Background: an optimization exercise with open tools, aiming at small area and a short achievable clock period. Do not read the settings as production practice. Function not checked in this run: the RTL went through the layout flow alone. Power and IR drop assume default switching activity.

==> design/flow/design.v <==
module RGB_to_Gray(input CLK, input [7:0] R, input [7:0] G, input [7:0] B, input In_Valid, output reg [7:0] Gray, output reg Out_Valid);
    reg [7:0] r, g, b; reg v0;
    always @(posedge CLK) begin r <= R; g <= G; b <= B; v0 <= In_Valid; end
    wire w8 = ({r[7], r[6], r[5], r[4], r[3], r[2], r[1], r[0]} >= 8'd2);
    wire w9 = ({r[7], r[6], r[5], r[4], r[3], r[2], r[1], r[0]} >= 8'd4);
    wire w10 = ({r[7], r[6], r[5], r[4], r[3], r[2], r[1], r[0]} >= 8'd7);
    wire w11 = ({r[7], r[6], r[5], r[4], r[3], r[2], r[1], r[0]} >= 8'd14);
    wire w12 = ({r[7], r[6], r[5], r[4], r[3], r[2], r[1], r[0]} >= 8'd27);
    wire w13 = ({r[7], r[6], r[5], r[4], r[3], r[2], r[1], r[0]} >= 8'd54);
    wire w14 = ({r[7], r[6], r[5], r[4], r[3], r[2], r[1], r[0]} >= 8'd108);
    wire w15 = ({r[7], r[6], r[5], r[4], r[3], r[2], r[1], r[0]} >= 8'd215);
    wire w24 = ({g[7], g[6], g[5], g[4], g[3], g[2], g[1], g[0]} >= 8'd2);
    wire w25 = ({g[7], g[6], g[5], g[4], g[3], g[2], g[1], g[0]} >= 8'd4);
    wire w26 = ({g[7], g[6], g[5], g[4], g[3], g[2], g[1], g[0]} >= 8'd7);
    wire w27 = ({g[7], g[6], g[5], g[4], g[3], g[2], g[1], g[0]} >= 8'd14);
    wire w28 = ({g[7], g[6], g[5], g[4], g[3], g[2], g[1], g[0]} >= 8'd28);
    wire w29 = ({g[7], g[6], g[5], g[4], g[3], g[2], g[1], g[0]} >= 8'd55);
    wire w30 = ({g[7], g[6], g[5], g[4], g[3], g[2], g[1], g[0]} >= 8'd110);
    wire w31 = ({g[7], g[6], g[5], g[4], g[3], g[2], g[1], g[0]} >= 8'd219);
    wire w41 = ({b[7], b[6], b[5], b[4], b[3], b[2], b[1], b[0]} >= 8'd3);
    wire w42 = ({b[7], b[6], b[5], b[4], b[3], b[2], b[1], b[0]} >= 8'd5);
    wire w43 = ({b[7], b[6], b[5], b[4], b[3], b[2], b[1], b[0]} >= 8'd9);
    wire w44 = ({b[7], b[6], b[5], b[4], b[3], b[2], b[1], b[0]} >= 8'd18);
    wire w45 = ({b[7], b[6], b[5], b[4], b[3], b[2], b[1], b[0]} >= 8'd36);
    wire w46 = ({b[7], b[6], b[5], b[4], b[3], b[2], b[1], b[0]} >= 8'd71);
    wire w47 = ({b[7], b[6], b[5], b[4], b[3], b[2], b[1], b[0]} >= 8'd141);
    wire w48_0, w48_1; ha u48 (r[2], r[1], w48_0, w48_1);
    wire w49_0, w49_1; fa u49 (r[3], r[2], r[1], w49_0, w49_1);
    wire w50_0, w50_1; fa u50 (r[4], r[3], r[2], w50_0, w50_1);
    wire w51_0, w51_1; fa u51 (r[5], r[4], r[3], w51_0, w51_1);
    wire w52_0, w52_1; fa u52 (r[6], r[5], r[4], w52_0, w52_1);
    wire w53_0, w53_1; fa u53 (r[7], r[6], r[5], w53_0, w53_1);
    wire w54_0, w54_1; ha u54 (r[1], r[0], w54_0, w54_1);
    wire w55_0, w55_1; fa u55 (r[0], w48_0, w11, w55_0, w55_1);
    wire w56_0, w56_1; fa u56 (w48_1, w12, w49_0, w56_0, w56_1);
    wire w57_0, w57_1; fa u57 (w49_1, w13, w50_0, w57_0, w57_1);
    wire w58_0, w58_1; fa u58 (w50_1, w14, w51_0, w58_0, w58_1);
    wire w59_0, w59_1; fa u59 (w51_1, w15, w52_0, w59_0, w59_1);
    wire w60_0, w60_1; fa u60 (r[0], w52_1, w53_0, w60_0, w60_1);
    wire w61_0, w61_1; ha u61 (r[0], w9, w61_0, w61_1);
    wire w62_0, w62_1; ha u62 (w54_0, w10, w62_0, w62_1);
    wire w63_0, w63_1; ha u63 (w54_1, w55_0, w63_0, w63_1);
    wire w64_0, w64_1; ha u64 (w55_1, w56_0, w64_0, w64_1);
    wire w65_0, w65_1; ha u65 (w56_1, w57_0, w65_0, w65_1);
    wire w66_0, w66_1; ha u66 (w57_1, w58_0, w66_0, w66_1);
    wire w67_0, w67_1; ha u67 (w58_1, w59_0, w67_0, w67_1);
    wire w68_0, w68_1; ha u68 (w59_1, w60_0, w68_0, w68_1);
    wire w69 = w62_1 | (w62_0 & w61_1);
    wire w70 = w63_1 | (w63_0 & w69);
    wire w71 = w64_1 | (w64_0 & w70);
    wire w72 = w65_1 | (w65_0 & w71);
    wire w73 = w66_1 | (w66_0 & w72);
    wire w74 = w67_1 | (w67_0 & w73);
    wire w75 = w68_1 | (w68_0 & w74);
    wire w76; xr u76 (w62_0, w61_1, w76);
    wire w77; xr u77 (w63_0, w69, w77);
    wire w78; xr u78 (w64_0, w70, w78);
    wire w79; xr u79 (w65_0, w71, w79);
    wire w80; xr u80 (w66_0, w72, w80);
    wire w81; xr u81 (w67_0, w73, w81);
    wire w82; xr u82 (w68_0, w74, w82);
    wire w83_0, w83_1; ha u83 (g[4], g[0], w83_0, w83_1);
    wire w84_0, w84_1; fa u84 (g[5], g[1], w31, w84_0, w84_1);
    wire w85_0, w85_1; fa u85 (g[6], g[2], g[0], w85_0, w85_1);
    wire w86_0, w86_1; ha u86 (g[0], w26, w86_0, w86_1);
    wire w87_0, w87_1; ha u87 (g[1], w27, w87_0, w87_1);
    wire w88_0, w88_1; ha u88 (g[2], w28, w88_0, w88_1);
    wire w89_0, w89_1; ha u89 (g[3], w29, w89_0, w89_1);
    wire w90_0, w90_1; ha u90 (w83_0, w30, w90_0, w90_1);
    wire w91_0, w91_1; ha u91 (w83_1, w84_0, w91_0, w91_1);
    wire w92_0, w92_1; ha u92 (w84_1, w85_0, w92_0, w92_1);
    wire w93 = w87_1 | (w87_0 & w86_1);
    wire w94 = w88_1 | (w88_0 & w93);
    wire w95 = w89_1 | (w89_0 & w94);
    wire w96 = w90_1 | (w90_0 & w95);
    wire w97 = w91_1 | (w91_0 & w96);
    wire w98 = w92_1 | (w92_0 & w97);
    wire w99; xr u99 (w87_0, w86_1, w99);
    wire w100; xr u100 (w88_0, w93, w100);
    wire w101; xr u101 (w89_0, w94, w101);
    wire w102; xr u102 (w90_0, w95, w102);
    wire w103; xr u103 (w91_0, w96, w103);
    wire w104; xr u104 (w92_0, w97, w104);
    wire w105 = ~w8;
    wire w106 = w61_0 & w105;
    wire w107 = ~w24;
    wire w108 = w25 & w107;
    wire w109 = ~w9;
    wire w110 = w76 & w109;
    wire w111 = ~w25;
    wire w112 = w86_0 & w111;
    wire w113 = ~w10;
    wire w114 = w77 & w113;
    wire w115 = ~w26;
    wire w116 = w99 & w115;
    wire w117 = ~w11;
    wire w118 = w78 & w117;
    wire w119 = ~w27;
    wire w120 = w100 & w119;
    wire w121 = ~w12;
    wire w122 = w79 & w121;
    wire w123 = ~w28;
    wire w124 = w101 & w123;
    wire w125 = ~w13;
    wire w126 = w80 & w125;
    wire w127 = ~w29;
    wire w128 = w102 & w127;
    wire w129 = ~w14;
    wire w130 = w81 & w129;
    wire w131 = ~w30;
    wire w132 = w103 & w131;
    wire w133 = ~w15;
    wire w134 = w82 & w133;
    wire w135 = ~w31;
    wire w136 = w104 & w135;
    wire w137_0, w137_1; ha u137 (r[7], r[6], w137_0, w137_1);
    wire w138_0, w138_1; fa u138 (r[7], r[2], r[0], w138_0, w138_1);
    wire w139_0, w139_1; fa u139 (g[7], g[3], g[1], w139_0, w139_1);
    wire w140_0, w140_1; fa u140 (r[3], r[1], r[0], w140_0, w140_1);
    wire w141_0, w141_1; fa u141 (r[4], r[2], r[1], w141_0, w141_1);
    wire w142_0, w142_1; fa u142 (r[5], r[3], r[2], w142_0, w142_1);
    wire w143_0, w143_1; ha u143 (r[0], g[6], w143_0, w143_1);
    wire w144_0, w144_1; fa u144 (r[6], r[4], r[3], w144_0, w144_1);
    wire w145_0, w145_1; fa u145 (r[1], g[7], g[5], w145_0, w145_1);
    wire w146_0, w146_1; fa u146 (r[7], r[5], r[4], w146_0, w146_1);
    wire w147_0, w147_1; ha u147 (r[2], g[6], w147_0, w147_1);
    wire w148_0, w148_1; fa u148 (r[6], r[5], r[3], w148_0, w148_1);
    wire w149_0, w149_1; ha u149 (g[7], g[6], w149_0, w149_1);
    wire w150_0, w150_1; fa u150 (r[7], r[6], r[4], w150_0, w150_1);
    wire w151_0, w151_1; ha u151 (r[0], g[7], w151_0, w151_1);
    wire w152_0, w152_1; ha u152 (r[7], r[5], w152_0, w152_1);
    wire w153_0, w153_1; ha u153 (r[5], r[2], w153_0, w153_1);
    wire w154_0, w154_1; fa u154 (r[6], r[3], r[2], w154_0, w154_1);
    wire w155_0, w155_1; fa u155 (r[7], r[4], r[3], w155_0, w155_1);
    wire w156_0, w156_1; fa u156 (r[5], r[4], r[1], w156_0, w156_1);
    wire w157_0, w157_1; fa u157 (r[6], r[5], r[2], w157_0, w157_1);
    wire w158_0, w158_1; ha u158 (r[7], r[6], w158_0, w158_1);
    wire w159_0, w159_1; fa u159 (r[1], w137_0, w53_1, w159_0, w159_1);
    wire w160_0, w160_1; fa u160 (g[0], w137_1, w85_1, w160_0, w160_1);
    wire w161_0, w161_1; ha u161 (w138_0, w139_0, w161_0, w161_1);
    wire w162_0, w162_1; fa u162 (g[4], g[2], g[1], w162_0, w162_1);
    wire w163_0, w163_1; fa u163 (w138_1, w139_1, w140_0, w163_0, w163_1);
    wire w164_0, w164_1; fa u164 (g[5], g[3], g[2], w164_0, w164_1);
    wire w165_0, w165_1; fa u165 (g[0], w140_1, w141_0, w165_0, w165_1);
    wire w166_0, w166_1; fa u166 (g[4], g[3], g[1], w166_0, w166_1);
    wire w167_0, w167_1; fa u167 (w143_0, w141_1, w142_0, w167_0, w167_1);
    wire w168_0, w168_1; fa u168 (g[4], g[2], w143_1, w168_0, w168_1);
    wire w169_0, w169_1; fa u169 (w142_1, w144_0, w145_0, w169_0, w169_1);
    wire w170_0, w170_1; fa u170 (g[5], g[3], w147_0, w170_0, w170_1);
    wire w171_0, w171_1; fa u171 (w144_1, w145_1, w146_0, w171_0, w171_1);
    wire w172_0, w172_1; fa u172 (g[4], g[0], w147_1, w172_0, w172_1);
    wire w173_0, w173_1; fa u173 (w149_0, w146_1, w148_0, w173_0, w173_1);
    wire w174_0, w174_1; fa u174 (g[5], g[1], w149_1, w174_0, w174_1);
    wire w175_0, w175_1; fa u175 (w151_0, w148_1, w150_0, w175_0, w175_1);
    wire w176_0, w176_1; fa u176 (r[1], g[6], g[2], w176_0, w176_1);
    wire w177_0, w177_1; fa u177 (w151_1, w152_0, w150_1, w177_0, w177_1);
    wire w178_0, w178_1; fa u178 (r[6], r[2], g[7], w178_0, w178_1);
    wire w179_0, w179_1; fa u179 (g[3], g[0], w152_1, w179_0, w179_1);
    wire w180_0, w180_1; fa u180 (r[7], r[3], r[0], w180_0, w180_1);
    wire w181_0, w181_1; fa u181 (g[4], g[1], g[0], w181_0, w181_1);
    wire w182_0, w182_1; fa u182 (r[4], r[1], r[0], w182_0, w182_1);
    wire w183_0, w183_1; fa u183 (g[5], g[2], g[1], w183_0, w183_1);
    wire w184_0, w184_1; fa u184 (r[1], g[6], g[3], w184_0, w184_1);
    wire w185_0, w185_1; fa u185 (g[2], g[0], w153_0, w185_0, w185_1);
    wire w186_0, w186_1; fa u186 (g[7], g[4], g[3], w186_0, w186_1);
    wire w187_0, w187_1; fa u187 (g[1], w153_1, w154_0, w187_0, w187_1);
    wire w188_0, w188_1; fa u188 (r[0], g[5], g[4], w188_0, w188_1);
    wire w189_0, w189_1; fa u189 (g[2], w154_1, w155_0, w189_0, w189_1);
    wire w190_0, w190_1; fa u190 (g[6], g[5], g[3], w190_0, w190_1);
    wire w191_0, w191_1; fa u191 (g[0], w155_1, w156_0, w191_0, w191_1);
    wire w192_0, w192_1; fa u192 (g[7], g[6], g[4], w192_0, w192_1);
    wire w193_0, w193_1; fa u193 (g[1], w156_1, w157_0, w193_0, w193_1);
    wire w194_0, w194_1; fa u194 (r[3], g[7], g[5], w194_0, w194_1);
    wire w195_0, w195_1; fa u195 (g[2], w158_0, w157_1, w195_0, w195_1);
    wire w196_0, w196_1; fa u196 (r[7], r[4], g[6], w196_0, w196_1);
    wire w197_0, w197_1; ha u197 (g[3], w158_1, w197_0, w197_1);
    wire w198_0, w198_1; ha u198 (r[5], g[7], w198_0, w198_1);
    wire w199_0, w199_1; ha u199 (w159_0, w60_1, w199_0, w199_1);
    wire w200_0, w200_1; fa u200 (w159_1, w161_0, w160_0, w200_0, w200_1);
    wire w201_0, w201_1; fa u201 (w162_0, w161_1, w160_1, w201_0, w201_1);
    wire w202_0, w202_1; fa u202 (w162_1, w164_0, w163_1, w202_0, w202_1);
    wire w203_0, w203_1; fa u203 (w164_1, w166_0, w165_1, w203_0, w203_1);
    wire w204_0, w204_1; fa u204 (w166_1, w168_0, w167_1, w204_0, w204_1);
    wire w205_0, w205_1; fa u205 (w168_1, w170_0, w169_1, w205_0, w205_1);
    wire w206_0, w206_1; fa u206 (w170_1, w172_0, w171_1, w206_0, w206_1);
    wire w207_0, w207_1; fa u207 (w172_1, w174_0, w173_1, w207_0, w207_1);
    wire w208_0, w208_1; fa u208 (w176_0, w174_1, w175_1, w208_0, w208_1);
    wire w209_0, w209_1; fa u209 (w176_1, w178_0, w179_0, w209_0, w209_1);
    wire w210_0, w210_1; fa u210 (w178_1, w180_0, w181_0, w210_0, w210_1);
    wire w211_0, w211_1; fa u211 (w180_1, w181_1, w182_0, w211_0, w211_1);
    wire w212_0, w212_1; fa u212 (w182_1, w183_1, w184_0, w212_0, w212_1);
    wire w213_0, w213_1; fa u213 (w184_1, w186_0, w185_1, w213_0, w213_1);
    wire w214_0, w214_1; fa u214 (w186_1, w188_0, w187_1, w214_0, w214_1);
    wire w215_0, w215_1; fa u215 (w188_1, w190_0, w189_1, w215_0, w215_1);
    wire w216_0, w216_1; fa u216 (w190_1, w192_0, w191_1, w216_0, w216_1);
    wire w217_0, w217_1; fa u217 (w192_1, w194_0, w193_1, w217_0, w217_1);
    wire w218_0, w218_1; fa u218 (w194_1, w196_0, w197_0, w218_0, w218_1);
    wire w219_0, w219_1; fa u219 (g[4], w198_0, w196_1, w219_0, w219_1);
    wire w220_0, w220_1; ha u220 (r[6], g[5], w220_0, w220_1);
    wire w221_0, w221_1; ha u221 (w199_0, w136, w221_0, w221_1);
    wire w222_0, w222_1; fa u222 (w199_1, w200_0, w98, w222_0, w222_1);
    wire w223_0, w223_1; fa u223 (w163_0, w200_1, w201_0, w223_0, w223_1);
    wire w224_0, w224_1; fa u224 (w165_0, w201_1, w202_0, w224_0, w224_1);
    wire w225_0, w225_1; fa u225 (w167_0, w202_1, w203_0, w225_0, w225_1);
    wire w226_0, w226_1; fa u226 (w169_0, w203_1, w204_0, w226_0, w226_1);
    wire w227_0, w227_1; fa u227 (w171_0, w204_1, w205_0, w227_0, w227_1);
    wire w228_0, w228_1; fa u228 (w173_0, w205_1, w206_0, w228_0, w228_1);
    wire w229_0, w229_1; fa u229 (w175_0, w206_1, w207_0, w229_0, w229_1);
    wire w230_0, w230_1; fa u230 (w177_0, w207_1, w208_0, w230_0, w230_1);
    wire w231_0, w231_1; fa u231 (w177_1, w209_0, w208_1, w231_0, w231_1);
    wire w232_0, w232_1; fa u232 (w179_1, w210_0, w209_1, w232_0, w232_1);
    wire w233_0, w233_1; fa u233 (w183_0, w210_1, w211_0, w233_0, w233_1);
    wire w234_0, w234_1; fa u234 (w185_0, w211_1, w212_0, w234_0, w234_1);
    wire w235_0, w235_1; fa u235 (w212_1, w187_0, w213_0, w235_0, w235_1);
    wire w236_0, w236_1; fa u236 (w189_0, w213_1, w214_0, w236_0, w236_1);
    wire w237_0, w237_1; fa u237 (w191_0, w214_1, w215_0, w237_0, w237_1);
    wire w238_0, w238_1; fa u238 (w193_0, w215_1, w216_0, w238_0, w238_1);
    wire w239_0, w239_1; fa u239 (w195_0, w216_1, w217_0, w239_0, w239_1);
    wire w240_0, w240_1; fa u240 (w195_1, w218_0, w217_1, w240_0, w240_1);
    wire w241_0, w241_1; fa u241 (w197_1, w219_0, w218_1, w241_0, w241_1);
    wire w242_0, w242_1; fa u242 (w198_1, w220_0, w219_1, w242_0, w242_1);
    wire w243_0, w243_1; fa u243 (r[7], g[6], w220_1, w243_0, w243_1);
    wire w245 = w231_1 & w232_0;
    wire w246 = w232_1 | w233_0;
    wire w247 = w232_1 & w233_0;
    wire w248 = w233_1 | w234_0;
    wire w249 = w233_1 & w234_0;
    wire w250 = w234_1 | w235_0;
    wire w251 = w234_1 & w235_0;
    wire w252 = w235_1 | w236_0;
    wire w253 = w235_1 & w236_0;
    wire w254 = w236_1 | w237_0;
    wire w255 = w236_1 & w237_0;
    wire w256 = w237_1 | w238_0;
    wire w257 = w237_1 & w238_0;
    wire w258 = w238_1 | w239_0;
    wire w259 = w238_1 & w239_0;
    wire w260 = w239_1 | w240_0;
    wire w261 = w239_1 & w240_0;
    wire w262 = w240_1 | w241_0;
    wire w263 = w240_1 & w241_0;
    wire w264 = w241_1 | w242_0;
    wire w265 = w241_1 & w242_0;
    wire w266 = w242_1 | w243_0;
    wire w267 = w242_1 & w243_0;
    wire w268 = w243_1 | g[7];
    wire w269 = w243_1 & g[7];
    wire w270 = w247 | (w246 & w245);
    wire w272 = w251 | (w250 & w249);
    wire w273 = w250 & w248;
    wire w274 = w255 | (w254 & w253);
    wire w275 = w254 & w252;
    wire w276 = w259 | (w258 & w257);
    wire w277 = w258 & w256;
    wire w278 = w263 | (w262 & w261);
    wire w279 = w262 & w260;
    wire w280 = w267 | (w266 & w265);
    wire w281 = w266 & w264;
    wire w284 = w272 | (w273 & w270);
    wire w286 = w257 | (w256 & w274);
    wire w287 = w256 & w275;
    wire w288 = w276 | (w277 & w274);
    wire w289 = w277 & w275;
    wire w290 = w265 | (w264 & w278);
    wire w291 = w264 & w279;
    wire w292 = w280 | (w281 & w278);
    wire w293 = w281 & w279;
    wire w294 = w253 | (w252 & w284);
    wire w296 = w274 | (w275 & w284);
    wire w298 = w286 | (w287 & w284);
    wire w300 = w288 | (w289 & w284);
    wire w302 = w269 | (w268 & w292);
    wire w303 = w268 & w293;
    wire w304 = w261 | (w260 & w300);
    wire w306 = w278 | (w279 & w300);
    wire w308 = w290 | (w291 & w300);
    wire w310 = w292 | (w293 & w300);
    wire w312 = w302 | (w303 & w300);
    wire w314 = |{w236_1, w237_1, w238_1, w239_1, w240_1, w241_1, w242_1, w243_1, w237_0, w238_0, w239_0, w240_0, w241_0, w242_0, w243_0, g[7], w294};
    wire w315 = |{w237_1, w238_1, w239_1, w240_1, w241_1, w242_1, w243_1, w238_0, w239_0, w240_0, w241_0, w242_0, w243_0, g[7], w296};
    wire w316 = |{w238_1, w239_1, w240_1, w241_1, w242_1, w243_1, w239_0, w240_0, w241_0, w242_0, w243_0, g[7], w298};
    wire w317 = |{w239_1, w240_1, w241_1, w242_1, w243_1, w240_0, w241_0, w242_0, w243_0, g[7], w300};
    wire w318 = |{w240_1, w241_1, w242_1, w243_1, w241_0, w242_0, w243_0, g[7], w304};
    wire w319 = |{w241_1, w242_1, w243_1, w242_0, w243_0, g[7], w306};
    wire w320 = |{w242_1, w243_1, w243_0, g[7], w308};
    wire w321 = |{w243_1, g[7], w310};
    wire w322 = |{p312_0_1};
    wire w323 = ~b[0];
    wire w324 = ~b[1];
    wire w325 = ~b[2];
    wire w326 = ~b[3];
    wire w327 = ~b[4];
    wire w328 = ~b[5];
    wire w329 = ~b[6];
    wire w330 = ~b[7];
    wire w331_0, w331_1; fa u331 (b[6], b[4], b[2], w331_0, w331_1);
    wire w332_0, w332_1; ha u332 (b[7], b[5], w332_0, w332_1);
    wire w333_0, w333_1; ha u333 (b[6], b[4], w333_0, w333_1);
    wire w334_0, w334_1; ha u334 (b[7], b[5], w334_0, w334_1);
    wire w335_0, w335_1; ha u335 (b[4], b[2], w335_0, w335_1);
    wire w336_0, w336_1; fa u336 (b[5], b[3], b[1], w336_0, w336_1);
    wire w337_0, w337_1; fa u337 (w323, w47, w331_0, w337_0, w337_1);
    wire w338_0, w338_1; fa u338 (b[3], w324, w332_0, w338_0, w338_1);
    wire w339_0, w339_1; fa u339 (b[0], w325, w332_1, w339_0, w339_1);
    wire w340_0, w340_1; fa u340 (b[1], w326, w333_1, w340_0, w340_1);
    wire w341_0, w341_1; fa u341 (b[6], b[2], w327, w341_0, w341_1);
    wire w342_0, w342_1; ha u342 (b[2], b[0], w342_0, w342_1);
    wire w343_0, w343_1; fa u343 (b[3], b[1], w44, w343_0, w343_1);
    wire w344_0, w344_1; fa u344 (b[0], w335_0, w45, w344_0, w344_1);
    wire w345_0, w345_1; fa u345 (w335_1, w46, w336_0, w345_0, w345_1);
    wire w346; xn u346 (w336_1, w337_0, w346);
    wire w347 = w336_1 | w337_0;
    wire w348_0, w348_1; fa u348 (w331_1, w338_0, w337_1, w348_0, w348_1);
    wire w349_0, w349_1; fa u349 (w333_0, w338_1, w339_0, w349_0, w349_1);
    wire w350_0, w350_1; fa u350 (w334_0, w339_1, w340_0, w350_0, w350_1);
    wire w351_0, w351_1; fa u351 (w334_1, w341_0, w340_1, w351_0, w351_1);
    wire w352_0, w352_1; ha u352 (b[0], w41, w352_0, w352_1);
    wire w353_0, w353_1; ha u353 (b[1], w42, w353_0, w353_1);
    wire w354_0, w354_1; ha u354 (w342_0, w43, w354_0, w354_1);
    wire w355_0, w355_1; ha u355 (w342_1, w343_0, w355_0, w355_1);
    wire w356_0, w356_1; ha u356 (w343_1, w344_0, w356_0, w356_1);
    wire w357_0, w357_1; ha u357 (w344_1, w345_0, w357_0, w357_1);
    wire w358_0, w358_1; ha u358 (w345_1, w346, w358_0, w358_1);
    wire w359_0, w359_1; ha u359 (w347, w348_0, w359_0, w359_1);
    wire w360_0, w360_1; ha u360 (w348_1, w349_0, w360_0, w360_1);
    wire w361_0, w361_1; ha u361 (w349_1, w350_0, w361_0, w361_1);
    wire w362_0, w362_1; ha u362 (w350_1, w351_0, w362_0, w362_1);
    wire w363 = w353_1 | (w353_0 & w352_1);
    wire w364 = w354_1 | (w354_0 & w363);
    wire w365 = w355_1 | (w355_0 & w364);
    wire w366 = w356_1 | (w356_0 & w365);
    wire w367 = w357_1 | (w357_0 & w366);
    wire w368 = w358_1 | (w358_0 & w367);
    wire w369 = w359_1 | (w359_0 & w368);
    wire w370 = w360_1 | (w360_0 & w369);
    wire w371 = w361_1 | (w361_0 & w370);
    wire w372 = w362_1 | (w362_0 & w371);
    wire w374; xr u374 (w354_0, w363, w374);
    wire w375; xr u375 (w355_0, w364, w375);
    wire w376; xr u376 (w356_0, w365, w376);
    wire w377; xr u377 (w357_0, w366, w377);
    wire w378; xr u378 (w358_0, w367, w378);
    wire w379; xr u379 (w359_0, w368, w379);
    wire w380; xr u380 (w360_0, w369, w380);
    wire w381; xr u381 (w361_0, w370, w381);
    wire w382; xr u382 (w362_0, w371, w382);
    wire w383 = ~w42;
    wire w384 = w374 & w383;
    wire w385 = p384_0_1 & p314_0_1;
    wire w386 = ~w385;
    wire w387 = ~w43;
    wire w388 = w375 & w387;
    wire w389 = w388 & w315;
    wire w390 = ~p389_0_1;
    wire w391 = ~w44;
    wire w392 = w376 & w391;
    wire w393 = w392 & w316;
    wire w394 = ~w393;
    wire w395 = ~w45;
    wire w396 = w377 & w395;
    wire w397 = w396 & w317;
    wire w398 = ~w397;
    wire w399 = ~w46;
    wire w400 = w378 & w399;
    wire w401 = p400_0_1 & p318_0_1;
    wire w402 = ~w401;
    wire w403 = ~w47;
    wire w404 = w379 & w403;
    wire w405 = p404_0_1 & p319_0_1;
    wire w406 = ~w405;
    wire w407 = p380_0_1 & p320_0_1;
    wire w408 = ~w407;
    wire w409 = p381_0_1 & p321_0_1;
    wire w410 = ~w409;
    wire w411 = p382_0_1 & w322;
    wire w412 = ~w411;
    wire w413_0, w413_1; fa u413 (b[7], b[3], w328, w413_0, w413_1);
    wire w414_0, w414_1; ha u414 (w323, w341_1, w414_0, w414_1);
    wire w415_0, w415_1; ha u415 (b[4], w329, w415_0, w415_1);
    wire w416_0, w416_1; ha u416 (b[7], b[5], w416_0, w416_1);
    wire w417_0, w417_1; ha u417 (b[6], b[1], w417_0, w417_1);
    wire w418_0, w418_1; ha u418 (b[7], b[2], w418_0, w418_1);
    wire w419_0, w419_1; fa u419 (w413_0, w414_0, w351_1, w419_0, w419_1);
    wire w420_0, w420_1; fa u420 (w324, w415_0, w413_1, w420_0, w420_1);
    wire w421_0, w421_1; ha u421 (w414_1, w223_0, w421_0, w421_1);
    wire w422_0, w422_1; fa u422 (b[5], w330, w325, w422_0, w422_1);
    wire w423_0, w423_1; fa u423 (w415_1, w223_1, w224_0, w423_0, w423_1);
    wire w424_0, w424_1; fa u424 (b[6], w326, w224_1, w424_0, w424_1);
    wire w425 = ~w225_0;
    wire w426_0, w426_1; fa u426 (b[7], w327, w323, w426_0, w426_1);
    wire w427_0, w427_1; ha u427 (w225_1, w226_0, w427_0, w427_1);
    wire w428_0, w428_1; fa u428 (w328, w324, w226_1, w428_0, w428_1);
    wire w429_0, w429_1; fa u429 (b[0], w329, w325, w429_0, w429_1);
    wire w430_0, w430_1; fa u430 (b[1], w330, w326, w430_0, w430_1);
    wire w431_0, w431_1; fa u431 (b[2], b[0], w327, w431_0, w431_1);
    wire w432_0, w432_1; ha u432 (w229_1, w230_0, w432_0, w432_1);
    wire w433_0, w433_1; fa u433 (b[3], b[1], w328, w433_0, w433_1);
    wire w434; xn u434 (w230_1, w231_0, w434);
    wire w435 = w230_1 | w231_0;
    wire w436_0, w436_1; fa u436 (b[4], b[2], w329, w436_0, w436_1);
    wire w437_0, w437_1; fa u437 (w323, w232_0, w231_1, w437_0, w437_1);
    wire w438_0, w438_1; fa u438 (b[5], b[3], w330, w438_0, w438_1);
    wire w439_0, w439_1; fa u439 (w324, w233_0, w232_1, w439_0, w439_1);
    wire w440_0, w440_1; fa u440 (b[6], b[4], w325, w440_0, w440_1);
    wire w441; xn u441 (w233_1, w234_0, w441);
    wire w442 = w233_1 | w234_0;
    wire w443_0, w443_1; fa u443 (b[0], w326, w416_0, w443_0, w443_1);
    wire w444; xn u444 (w234_1, w235_0, w444);
    wire w445 = w234_1 | w235_0;
    wire w446_0, w446_1; fa u446 (w327, w416_1, w417_0, w446_0, w446_1);
    wire w447; xn u447 (w235_1, w236_0, w447);
    wire w448 = w235_1 | w236_0;
    wire w449_0, w449_1; fa u449 (w328, w417_1, w418_0, w449_0, w449_1);
    wire w450; xn u450 (w236_1, w237_0, w450);
    wire w451 = w236_1 | w237_0;
    wire w452_0, w452_1; fa u452 (b[3], w329, w418_1, w452_0, w452_1);
    wire w453; xn u453 (w237_1, w238_0, w453);
    wire w454 = w237_1 | w238_0;
    wire w455_0, w455_1; fa u455 (b[4], w330, w238_1, w455_0, w455_1);
    wire w456 = ~w239_0;
    wire w457_0, w457_1; ha u457 (b[5], w239_1, w457_0, w457_1);
    wire w458_0, w458_1; ha u458 (b[6], w241_0, w458_0, w458_1);
    wire w459_0, w459_1; ha u459 (b[7], w242_0, w459_0, w459_1);
    wire w460_0, w460_1; ha u460 (p106_0_1, p384_0_1, w460_0, w460_1);
    wire w461_0, w461_1; fa u461 (w108, w110, w388, w461_0, w461_1);
    wire w462_0, w462_1; fa u462 (w112, w114, w392, w462_0, w462_1);
    wire w463_0, w463_1; fa u463 (w116, w118, w396, w463_0, w463_1);
    wire w464_0, w464_1; fa u464 (w120, w122, w400, w464_0, w464_1);
    wire w465_0, w465_1; fa u465 (w124, w126, w404, w465_0, w465_1);
    wire w466_0, w466_1; fa u466 (w128, w130, w380, w466_0, w466_1);
    wire w467_0, w467_1; fa u467 (w132, w134, w381, w467_0, w467_1);
    wire w468_0, w468_1; fa u468 (p221_0_1, p75_0_1, p382_0_1, w468_0, w468_1);
    wire w469_0, w469_1; fa u469 (w419_0, w221_1, w222_0, w469_0, w469_1);
    wire w470_0, w470_1; fa u470 (w420_0, w419_1, w421_0, w470_0, w470_1);
    wire w471_0, w471_1; fa u471 (w422_0, w420_1, w421_1, w471_0, w471_1);
    wire w472_0, w472_1; fa u472 (w422_1, w425, w423_1, w472_0, w472_1);
    wire w473_0, w473_1; fa u473 (w426_0, w225_0, w424_1, w473_0, w473_1);
    wire w474_0, w474_1; fa u474 (w426_1, w227_0, w427_1, w474_0, w474_1);
    wire w475_0, w475_1; fa u475 (w429_0, w227_1, w228_0, w475_0, w475_1);
    wire w476_0, w476_1; fa u476 (w429_1, w430_0, w228_1, w476_0, w476_1);
    wire w477_0, w477_1; fa u477 (w430_1, w431_0, w432_0, w477_0, w477_1);
    wire w478_0, w478_1; fa u478 (w431_1, w433_0, w434, w478_0, w478_1);
    wire w479_0, w479_1; fa u479 (w433_1, w436_0, w435, w479_0, w479_1);
    wire w480_0, w480_1; fa u480 (w436_1, w438_0, w439_0, w480_0, w480_1);
    wire w481_0, w481_1; fa u481 (w438_1, w440_0, w441, w481_0, w481_1);
    wire w482_0, w482_1; fa u482 (w440_1, w443_0, w442, w482_0, w482_1);
    wire w483_0, w483_1; fa u483 (w443_1, w446_0, w445, w483_0, w483_1);
    wire w484_0, w484_1; fa u484 (w446_1, w449_0, w448, w484_0, w484_1);
    wire w485_0, w485_1; fa u485 (w449_1, w452_0, w451, w485_0, w485_1);
    wire w486_0, w486_1; fa u486 (w452_1, w456, w454, w486_0, w486_1);
    wire w487_0, w487_1; fa u487 (w240_0, w239_0, w457_0, w487_0, w487_1);
    wire w488_0, w488_1; fa u488 (w240_1, w458_0, w457_1, w488_0, w488_1);
    wire w489_0, w489_1; fa u489 (w241_1, w459_0, w458_1, w489_0, w489_1);
    wire w490_0, w490_1; fa u490 (w243_0, w242_1, w459_1, w490_0, w490_1);
    wire w491_0, w491_1; ha u491 (g[7], w243_1, w491_0, w491_1);
    wire w492_0, w492_1; ha u492 (w460_0, w386, w492_0, w492_1);
    wire w493_0, w493_1; fa u493 (w460_1, p461_0_1, w390, w493_0, w493_1);
    wire w494_0, w494_1; fa u494 (p461_1_1, p462_0_1, p394_0_1, w494_0, w494_1);
    wire w495_0, w495_1; fa u495 (p462_1_1, p463_0_1, p398_0_1, w495_0, w495_1);
    wire w496_0, w496_1; fa u496 (p463_1_1, p464_0_1, w402, w496_0, w496_1);
    wire w497_0, w497_1; fa u497 (p464_1_1, p465_0_1, w406, w497_0, w497_1);
    wire w498_0, w498_1; fa u498 (p465_1_1, p466_0_1, w408, w498_0, w498_1);
    wire w499_0, w499_1; fa u499 (p466_1_1, p467_0_1, w410, w499_0, w499_1);
    wire w500_0, w500_1; fa u500 (p467_1_1, w468_0, w412, w500_0, w500_1);
    wire w501_0, w501_1; fa u501 (p372_0_1, p469_0_1, w468_1, w501_0, w501_1);
    wire w502_0, w502_1; fa u502 (w222_1, w470_0, w469_1, w502_0, w502_1);
    wire w503_0, w503_1; fa u503 (w423_0, w470_1, w471_0, w503_0, w503_1);
    wire w504_0, w504_1; fa u504 (w424_0, w471_1, w472_0, w504_0, w504_1);
    wire w505_0, w505_1; fa u505 (w427_0, w472_1, w473_0, w505_0, w505_1);
    wire w506_0, w506_1; fa u506 (w428_0, w473_1, w474_0, w506_0, w506_1);
    wire w507_0, w507_1; fa u507 (w428_1, w475_0, w474_1, w507_0, w507_1);
    wire w508_0, w508_1; fa u508 (w229_0, w475_1, w476_0, w508_0, w508_1);
    wire w509; xn u509 (w476_1, w477_0, w509);
    wire w510 = w476_1 | w477_0;
    wire w511_0, w511_1; fa u511 (w432_1, w478_0, w477_1, w511_0, w511_1);
    wire w512_0, w512_1; fa u512 (w437_0, w478_1, w479_0, w512_0, w512_1);
    wire w513_0, w513_1; fa u513 (w437_1, w479_1, w480_0, w513_0, w513_1);
    wire w514_0, w514_1; fa u514 (w439_1, w481_0, w480_1, w514_0, w514_1);
    wire w515_0, w515_1; fa u515 (w444, w481_1, w482_0, w515_0, w515_1);
    wire w516_0, w516_1; fa u516 (w482_1, w447, w483_0, w516_0, w516_1);
    wire w517_0, w517_1; fa u517 (w450, w483_1, w484_0, w517_0, w517_1);
    wire w518_0, w518_1; fa u518 (w453, w484_1, w485_0, w518_0, w518_1);
    wire w519_0, w519_1; fa u519 (w455_0, w485_1, w486_0, w519_0, w519_1);
    wire w520_0, w520_1; fa u520 (w455_1, w486_1, w487_0, w520_0, w520_1);
    wire w521; xn u521 (w487_1, w488_0, w521);
    wire w522 = w487_1 | w488_0;
    wire w523; xn u523 (w489_0, w488_1, w523);
    wire w524 = w489_0 | w488_1;
    wire w525; xn u525 (w490_0, w489_1, w525);
    wire w526 = w490_0 | w489_1;
    wire w527; xn u527 (w491_0, w490_1, w527);
    wire w528 = w491_0 | w490_1;
    wire w529 = ~w491_1;
    wire w530 = w492_1 | w493_0;
    wire w531 = w492_1 & w493_0;
    wire w532 = w493_1 | w494_0;
    wire w533 = w493_1 & w494_0;
    wire w534 = w494_1 | w495_0;
    wire w535 = w494_1 & w495_0;
    wire w536 = w495_1 | w496_0;
    wire w537 = w495_1 & w496_0;
    wire w538 = w496_1 | w497_0;
    wire w539 = w496_1 & w497_0;
    wire w540 = w497_1 | w498_0;
    wire w541 = w497_1 & w498_0;
    wire w542 = w498_1 | w499_0;
    wire w543 = w498_1 & w499_0;
    wire w544 = w499_1 | w500_0;
    wire w545 = w499_1 & w500_0;
    wire w546 = w500_1 | w501_0;
    wire w547 = w500_1 & w501_0;
    wire w548 = w501_1 | p502_0_1;
    wire w549 = w501_1 & p502_0_1;
    wire w550 = p502_1_1 | p503_0_1;
    wire w551 = p502_1_1 & p503_0_1;
    wire w552 = p503_1_1 | p504_0_1;
    wire w553 = p503_1_1 & p504_0_1;
    wire w554 = w504_1 | w505_0;
    wire w555 = w504_1 & w505_0;
    wire w556 = w505_1 | w506_0;
    wire w557 = w505_1 & w506_0;
    wire w558 = w506_1 | w507_0;
    wire w559 = w506_1 & w507_0;
    wire w560 = w507_1 | w508_0;
    wire w561 = w507_1 & w508_0;
    wire w562 = w508_1 | w509;
    wire w563 = w508_1 & w509;
    wire w564 = w510 | w511_0;
    wire w565 = w510 & w511_0;
    wire w566 = w511_1 | w512_0;
    wire w567 = w511_1 & w512_0;
    wire w568 = w512_1 | w513_0;
    wire w569 = w512_1 & w513_0;
    wire w570 = w513_1 | w514_0;
    wire w571 = w513_1 & w514_0;
    wire w572 = w514_1 | w515_0;
    wire w573 = w514_1 & w515_0;
    wire w574 = w515_1 | w516_0;
    wire w575 = w515_1 & w516_0;
    wire w576 = w516_1 | w517_0;
    wire w577 = w516_1 & w517_0;
    wire w578_0, w578_1; ha u578 (w517_1, w518_0, w578_0, w578_1);
    wire w579_0, w579_1; ha u579 (w518_1, w519_0, w579_0, w579_1);
    wire w580_0, w580_1; ha u580 (w519_1, w520_0, w580_0, w580_1);
    wire w581_0, w581_1; ha u581 (w520_1, w521, w581_0, w581_1);
    wire w582_0, w582_1; ha u582 (w522, w523, w582_0, w582_1);
    wire w583_0, w583_1; ha u583 (w524, w525, w583_0, w583_1);
    wire w584_0, w584_1; ha u584 (w526, w527, w584_0, w584_1);
    wire w585_0, w585_1; ha u585 (w528, w529, w585_0, w585_1);
    wire w586 = w577 | (w576 & w575);
    wire w587 = w576 & w574;
    wire w588 = w573 | (w572 & w571);
    wire w589 = w572 & w570;
    wire w590 = w586 | (w587 & w588);
    wire w591 = w587 & w589;
    wire w592 = w569 | (w568 & w567);
    wire w593 = w568 & w566;
    wire w594 = w592 | (w593 & w565);
    wire w595 = w593 & w564;
    wire w596 = p590_0_1 | (p591_0_1 & p594_0_1);
    wire w597 = p591_0_1 & p595_0_1;
    wire w598 = w563 | (w562 & w561);
    wire w599 = w562 & w560;
    wire w600 = w598 | (w599 & w559);
    wire w601 = w599 & w558;
    wire w602 = w557 | (w556 & w555);
    wire w603 = w556 & w554;
    wire w604 = p602_0_1 | (p603_0_1 & w553);
    wire w605 = p603_0_1 & w552;
    wire w606 = p600_0_1 | (p601_0_1 & w604);
    wire w607 = p601_0_1 & w605;
    wire w608 = w596 | (w597 & w606);
    wire w609 = w597 & w607;
    wire w610 = w551 | (w550 & w549);
    wire w611 = w550 & w548;
    wire w612 = w610 | (w611 & w547);
    wire w613 = w611 & w546;
    wire w614 = w545 | (w544 & w543);
    wire w615 = w544 & w542;
    wire w616 = w614 | (w615 & w541);
    wire w617 = w615 & w540;
    wire w618 = w612 | (w613 & w616);
    wire w619 = w613 & w617;
    wire w620 = w539 | (w538 & w537);
    wire w621 = w538 & w536;
    wire w622 = w620 | (w621 & w535);
    wire w623 = w621 & w534;
    wire w624 = w533 | (w532 & w531);
    wire w625 = w532 & w530;
    wire w626 = w624 | (w625 & w492_0);
    wire w627 = w622 | (w623 & w626);
    wire w629 = w618 | (w619 & w627);
    wire w631 = w608 | (w609 & w629);
    wire w633 = p578_1_1 | (p578_0_1 & w631);
    wire w634 = p579_1_1 | (p579_0_1 & w633);
    wire w636 = w581_1 | (w581_0 & w580_1);
    wire w637 = p581_0_1 & p580_0_1;
    wire w638 = w583_1 | (w583_0 & w582_1);
    wire w639 = p583_0_1 & p582_0_1;
    wire w642 = p580_1_1 | (p580_0_1 & w634);
    wire w644 = p636_0_1 | (w637 & w634);
    wire w646 = p584_1_1 | (p584_0_1 & p638_0_1);
    wire w647 = p584_0_1 & w639;
    wire w650 = p582_1_1 | (p582_0_1 & w644);
    wire w652 = p638_0_1 | (w639 & w644);
    wire w654 = w646 | (w647 & w644);
    wire w658; xr u658 (p578_0_1, w631, w658);
    wire w659; xr u659 (p579_0_1, w633, w659);
    wire w660; xr u660 (p580_0_1, w634, w660);
    wire w661; xr u661 (p581_0_1, w642, w661);
    wire w662; xr u662 (p582_0_1, w644, w662);
    wire w663; xr u663 (p583_0_1, w650, w663);
    wire w664; xr u664 (p584_0_1, w652, w664);
    wire w665; xr u665 (p585_0_1, w654, w665);
    reg p312_0_1;
    reg p384_0_1;
    reg p314_0_1;
    reg p389_0_1;
    reg p400_0_1;
    reg p318_0_1;
    reg p404_0_1;
    reg p319_0_1;
    reg p380_0_1;
    reg p320_0_1;
    reg p381_0_1;
    reg p321_0_1;
    reg p382_0_1;
    reg p106_0_1;
    reg p221_0_1;
    reg p75_0_1;
    reg p461_0_1;
    reg p461_1_1;
    reg p462_0_1;
    reg p394_0_1;
    reg p462_1_1;
    reg p463_0_1;
    reg p398_0_1;
    reg p463_1_1;
    reg p464_0_1;
    reg p464_1_1;
    reg p465_0_1;
    reg p465_1_1;
    reg p466_0_1;
    reg p466_1_1;
    reg p467_0_1;
    reg p467_1_1;
    reg p372_0_1;
    reg p469_0_1;
    reg p502_0_1;
    reg p502_1_1;
    reg p503_0_1;
    reg p503_1_1;
    reg p504_0_1;
    reg p590_0_1;
    reg p591_0_1;
    reg p594_0_1;
    reg p595_0_1;
    reg p602_0_1;
    reg p603_0_1;
    reg p600_0_1;
    reg p601_0_1;
    reg p578_1_1;
    reg p578_0_1;
    reg p579_1_1;
    reg p579_0_1;
    reg p581_0_1;
    reg p580_1_1;
    reg p580_0_1;
    reg p583_0_1;
    reg p582_1_1;
    reg p582_0_1;
    reg p636_0_1;
    reg p584_1_1;
    reg p584_0_1;
    reg p638_0_1;
    reg p585_0_1;
    always @(posedge CLK) begin
        p312_0_1 <= w312;
        p384_0_1 <= w384;
        p314_0_1 <= w314;
        p389_0_1 <= w389;
        p400_0_1 <= w400;
        p318_0_1 <= w318;
        p404_0_1 <= w404;
        p319_0_1 <= w319;
        p380_0_1 <= w380;
        p320_0_1 <= w320;
        p381_0_1 <= w381;
        p321_0_1 <= w321;
        p382_0_1 <= w382;
        p106_0_1 <= w106;
        p221_0_1 <= w221_0;
        p75_0_1 <= w75;
        p461_0_1 <= w461_0;
        p461_1_1 <= w461_1;
        p462_0_1 <= w462_0;
        p394_0_1 <= w394;
        p462_1_1 <= w462_1;
        p463_0_1 <= w463_0;
        p398_0_1 <= w398;
        p463_1_1 <= w463_1;
        p464_0_1 <= w464_0;
        p464_1_1 <= w464_1;
        p465_0_1 <= w465_0;
        p465_1_1 <= w465_1;
        p466_0_1 <= w466_0;
        p466_1_1 <= w466_1;
        p467_0_1 <= w467_0;
        p467_1_1 <= w467_1;
        p372_0_1 <= w372;
        p469_0_1 <= w469_0;
        p502_0_1 <= w502_0;
        p502_1_1 <= w502_1;
        p503_0_1 <= w503_0;
        p503_1_1 <= w503_1;
        p504_0_1 <= w504_0;
        p590_0_1 <= w590;
        p591_0_1 <= w591;
        p594_0_1 <= w594;
        p595_0_1 <= w595;
        p602_0_1 <= w602;
        p603_0_1 <= w603;
        p600_0_1 <= w600;
        p601_0_1 <= w601;
        p578_1_1 <= w578_1;
        p578_0_1 <= w578_0;
        p579_1_1 <= w579_1;
        p579_0_1 <= w579_0;
        p581_0_1 <= w581_0;
        p580_1_1 <= w580_1;
        p580_0_1 <= w580_0;
        p583_0_1 <= w583_0;
        p582_1_1 <= w582_1;
        p582_0_1 <= w582_0;
        p636_0_1 <= w636;
        p584_1_1 <= w584_1;
        p584_0_1 <= w584_0;
        p638_0_1 <= w638;
        p585_0_1 <= w585_0;
    end
    reg v1; always @(posedge CLK) v1 <= v0;
    always @(posedge CLK) begin Gray <= {w665, w664, w663, w662, w661, w660, w659, w658}; Out_Valid <= v1; end
endmodule
module fa(input a, input b, input c, output s, output co);
    assign s = a ^ b ^ c;
    assign co = (a & b) | (a & c) | (b & c);
endmodule
module ha(input a, input b, output s, output co);
    assign s = a ^ b;
    assign co = a & b;
endmodule
module xr(input a, input b, output y);
    assign y = a ^ b;
endmodule
module xn(input a, input b, output y);
    assign y = ~(a ^ b);
endmodule
module ao(input g1, input p1, input g0, output y);
    assign y = g1 | (p1 & g0);
endmodule
module an2(input a, input b, output y);
    assign y = a & b;
endmodule
module or2(input a, input b, output y);
    assign y = a | b;
endmodule
==> design/flow/flow/run.sh <==
#!/bin/bash
# Standard ORFS layout with the standard synthesis unchanged. Port buffers are
# sky130_fd_sc_hd__buf_2, and timing repair is asked to reach a setup slack of
# 11.95 ns at the design's own clock period and constraints.
set -euo pipefail
export SETUP_SLACK_MARGIN=11.95
export BUFFER_PORTS_ARGS="-buffer_cell sky130_fd_sc_hd__buf_2"
bash standard.sh synth > synth.log 2>&1
bash standard.sh > layout.log 2>&1
==> design/flow/standard.sh <==
#!/bin/bash
# synth_recipe.tcl (not shown) runs the flow's synth.tcl, then flattens the netlist and writes it again
# the make line also repeats each setting of config.mk as NAME=value (left out here)
make -C /OpenROAD-flow-scripts/flow DESIGN_CONFIG=/design/flow/config.mk WORK_HOME=/design/flow/orfs CLKGATE_MAP_FILE= SYNTH_SCRIPT=/design/flow/synth_recipe.tcl "${@:-finish}"
==> design/flow/config.mk <==
export PLATFORM = sky130hd
export DESIGN_NAME = RGB_to_Gray
export DESIGN_NICKNAME = RGB_to_Gray
export VERILOG_FILES = /design/flow/design.v
export SDC_FILE = /design/flow/constraint.sdc
export NUM_CORES = 8
export LEC_CHECK = 0
export CAP_MARGIN = 20
export CORE_MARGIN = 2
export CORE_UTILIZATION = 40
export SLEW_MARGIN = 20
export SYNTH_HIERARCHICAL = 1
export SYNTH_MINIMUM_KEEP_SIZE = 0
==> design/flow/constraint.sdc <==
create_clock -name core_clock -period 16.0 [get_ports {CLK}]
set_input_delay 3.2000 -clock core_clock [delete_from_list [all_inputs] [get_ports {CLK}]]
set_output_delay 3.2000 -clock core_clock [all_outputs]
set_load 0.01 [all_outputs]
==> summary.txt <==
Run status
  – Status: no timing/DRC/antenna violations

Worst setup path
  – R2R Setup Slk: 11,640 ps
  – Startpoint Class: flip-flop
  – R2R Path Start: r[3]
  – RR Endpoint: p312_0_1
  – Setup CP Type: flip-flop to flip-flop
  – CP Max Fanout: 6
  – CP Data Arrival Time: 4590 ps
  – Req. time, crit path: 16,230 ps
  – Critical Path Sink Type: flip-flop
  – Worst R2R Path Depth: 13

Synthesis
  – Mean Syn Cell Area: 13.0 sq um
  – Ys async rst share: 0%
  – Seq/Total Area, Yosys: 22.5%
  – Area contributors post-synth: fa_1 46%, dfxtp_1 22%, ha_1 10%, xor2_1 3.0%, a21o_1 2.8%
  – Synthesized flop and latch total: 97
  – Synth Area in XOR/XNOR: 4.26%
  – Distinct cells, synth: 50
  – Number of synthesized flops with an enable pin: 0
  – Share of the synthesized area in the top cell type: 45.9%
  – Cells after Synth: 663
  – Main synth FF type: dfxtp_1
  – Netlist Area Pre-Place: 8640 sq um
  – Syn nets: 957
  – Post-synthesis mux area share: 0%
  – Compound-Gate Fraction of Synth Area: 8.83%
  – Ys Warns: 7
  – Post-Synth Adder-Cell Area: 57.2%
  – Synth Area in Simple Gates: 6.17%
  – Largest family of logic cells by synthesized area: adder cells
  – Yosys top cell by area: fa_1

Route
  – Final wirelength: 21,400 um
  – Via-to-Cell Ratio: 5.27
  – ANT nets after route: 0
  – Avg WL per Cell: 20.1 um
  – First DRT Iteration DRCs: 239
  – Vias post-DR: 5,599
  – DRC: 0
  – Initial DRT Pass Iterations: 5

Min path
  – Worst hold stages: 0
  – Hold Path Sink: Out_Valid
  – Min-delay src: v1
  – Worst Hold Class: flip-flop to flip-flop

Finish
  – Final net count: 1,076
  – Most common cell after layout, fill and taps aside: fa_1
  – Synth-to-layout area growth: 21.0%
  – # diodes: 0
  – Share of layout cells above drive strength 1: 31.4%
  – Fin util: 49.6%
  – Most frequent cells in the layout: 151 x fa_1, 76 x dfxtp_1, 71 x buf_4

STA
  – Final max-slew violation count: 0
  – Fin Clk Skew: 8.66 ps
  – Final Hold Viols: 0
  – RSZ-0062 raised after global routing: yes
  – Fin crit period: 4360 ps
  – Final period util: 27.2%
  – Post-route setup slack: 11,640 ps
  – Setup TNS: 0 ps
  – Fmax: 230 MHz
  – Slew margin rel.: 57.4%
  – Setup-failing EPs final: 0
  – Slew @ Worst Pin: 633 ps

Global routing
  – Largest net degree at the start of global routing: 19
  – First-pass GRT wire length: 34,100 um
  – Grt total ovfl: 0
  – Vias in the first global route: 6,241
  – Global Route Usage Sum: 20.3%
  – Initial antenna violation count: 0

Placed design
  – I/O Buffers: 34
  – Pre-CTS setup slack: 11,420 ps
  – Placer Congestion: 0.896
  – HPWL after DPL: 16,100 um

Floorplan
  – # rows: 53
  – Top Ports: 35
  – Starting Density: 41.0%
  – Overall die area: 22,800 sq um
  – Die width: 151 um
  – Die Ht: 151 um
  – Core box area: 21,100 sq um

CTS
  – Worst-skew pair later-pin latency: 350 ps
  – CTS tree: done
  – Clock buffer depth: 2
  – Inserted Clock Buffers: 9
  – Clock Pin Slew Worst Setup and Hold Paths: 70 ps
  – H-tree Lvls: 3
  – Clk root buf: clkbuf_16
  – Sink Count: 97

Power
  – Pwr per Cell Area: 196 nW/um^2
  – Combinational power share: 70.1%
  – Total Power Consumption: 2050 uW
  – Net Sw Frac: 42.7%
  – Sw Pwr: 875 uW
  – Static Leak: 0.00437 uW
  – Sequential Power Share: 18.9%
  – Internal power: 1180 uW
  – Worst VDD drop: 98.5 uV
  – Power share of the clock group: 10.9%

Job
  – Max-Cap Viols: 0
synthesized netlist by cell type, types with 8 or more instances:
cell,instances
dfxtp_1,97
a21oi_1,18
nor2_1,34
or2_2,10
a31oi_1,10
a21o_1,32
xor2_1,30
nand3_1,11
and3_1,10
o21ai_0,8
ha_1,70
inv_1,23
nand2_1,28
fa_1,198
xnor2_1,12
layer usage:
layer / track usage, % / share of wire, % / vias to the layer above
met5: 0 / 0 / -
met2: 32.7 / 50 / 137
met3: 3.89 / 4.6 / 27
li1: - / - / 2508
met4: 6.82 / 2.3 / 0
met1: 27.6 / 44 / 2927
worst max-delay path by stage:
stage / startpoint / end / slack [ps]
3_5_place_dp: g[7] / p312_0_1 / 11420
4_1_cts: r[7] / p312_0_1 / 11640
2_1_floorplan: r[4] / p321_0_1 / 11760
6_report: r[3] / p312_0_1 / 11640
5_1_grt: r[4] / p312_0_1 / 11540
3_3_place_gp: g[7] / p321_0_1 / 11510
cells by family (layout without fill, tap and decap cells):
family / Yosys count / in the layout
adder cells (fa/ha/maj): 278 / 278
AND/OR/NAND/NOR: 113 / 113
AO/OA/AOI/OAI: 108 / 108
flip-flops: 97 / 97
XOR/XNOR: 42 / 42
buffers and inverters: 24 / 148
other: 1 / 1
power by group through the flow:
stage	clock, uW	combinational [uW]	sequential, uW
2_1_floorplan	0	874	386
3_5_place_dp	0	1180	400
4_1_cts	231	1290	391
6_report	225	1440	388
5_1_grt	242	1610	398
3_3_place_gp	0	1140	399
worst max-delay path, stage by stage (launching register included):
cell and delay (ps):
dfxtp_4 380, fa_1 530, fa_2 360, fa_1 510, fa_2 490, a211oi_2 200, o21ai_1 70, o21ai_1 130
a41o_2 170, a31oi_4 90, maj3_2 320, maj3_2 320, maj3_2 330, maj3_2 320
registers in the layout, indices dropped and copies added (netlist names), 8 cells and up:
signal	cells
r	8
b	8
g	8
Gray	8
stage by stage:
| stage | hold WS, ps | instances | cell area (sq um) |
|---|---|---|---|
| final | 328 | 1062 | 10500 |
| after floorplan | 310 | 663 | 8690 |
| after global placement | 314 | 974 | 9230 |
| after CTS | 329 | 1027 | 10000 |
| after global routing | 339 | 1062 | 10500 |
| after detailed placement | 312 | 974 | 9230 |
modules after synthesis, one instance, submodules excluded:
module / times used / area (sq um) / cells inside / flip-flops and latches
fa: 198 / 20.0 / 1 / 0
RGB_to_Gray: 1 / 3440 / 353 / 97
xn: 12 / 8.76 / 1 / 0
xr: 30 / 8.76 / 1 / 0
ha: 70 / 12.5 / 1 / 0
final cells by class:
cell class,count,area (sq um)
clock buffer,13,260
fill,1870,10600
tap,275,344
clock inverter,3,47.5
sequential,97,2010
multi-input combinational,542,6940
timing repair buffer,109,748
inverter,23,104
timing repair:
item / 4_1_cts / 5_1_grt
gates resized for setup: 63 / 44
setup buffers: 37 / 35
hold buffers: 0 / 0
pin swaps: 22 / 38
setup endpoints to repair: 20 / 17

## port drivers added, routing unchanged
The results above use ideal ports. As a check the final layout listed here was re-extracted and re-timed, cells and wires unchanged. Step 1 (the two cells are an assumption about what drives the block):
set clk [get_ports {CLK}]
set_driving_cell -lib_cell sky130_fd_sc_hd__clkbuf_16 $clk
set_driving_cell -lib_cell sky130_fd_sc_hd__buf_2 [delete_from_list [all_inputs] $clk]
Step 2 times the ports against the registers' clock, not the clock port: input delays grow and output delays shrink by t, the midpoint of the rising clock arrivals with the driver on. Three values: ideal, step 1, step 2; two values: the first two.
t, ns: 0.395
setup WS [ns]: 11.645 / 11.645 / 11.645
worst setup path at the end: register to register
After both steps setup and hold are still met in this run. The setup slack of this run moves by 0.000 ns with the drivers and by 0.000 ns with both steps.
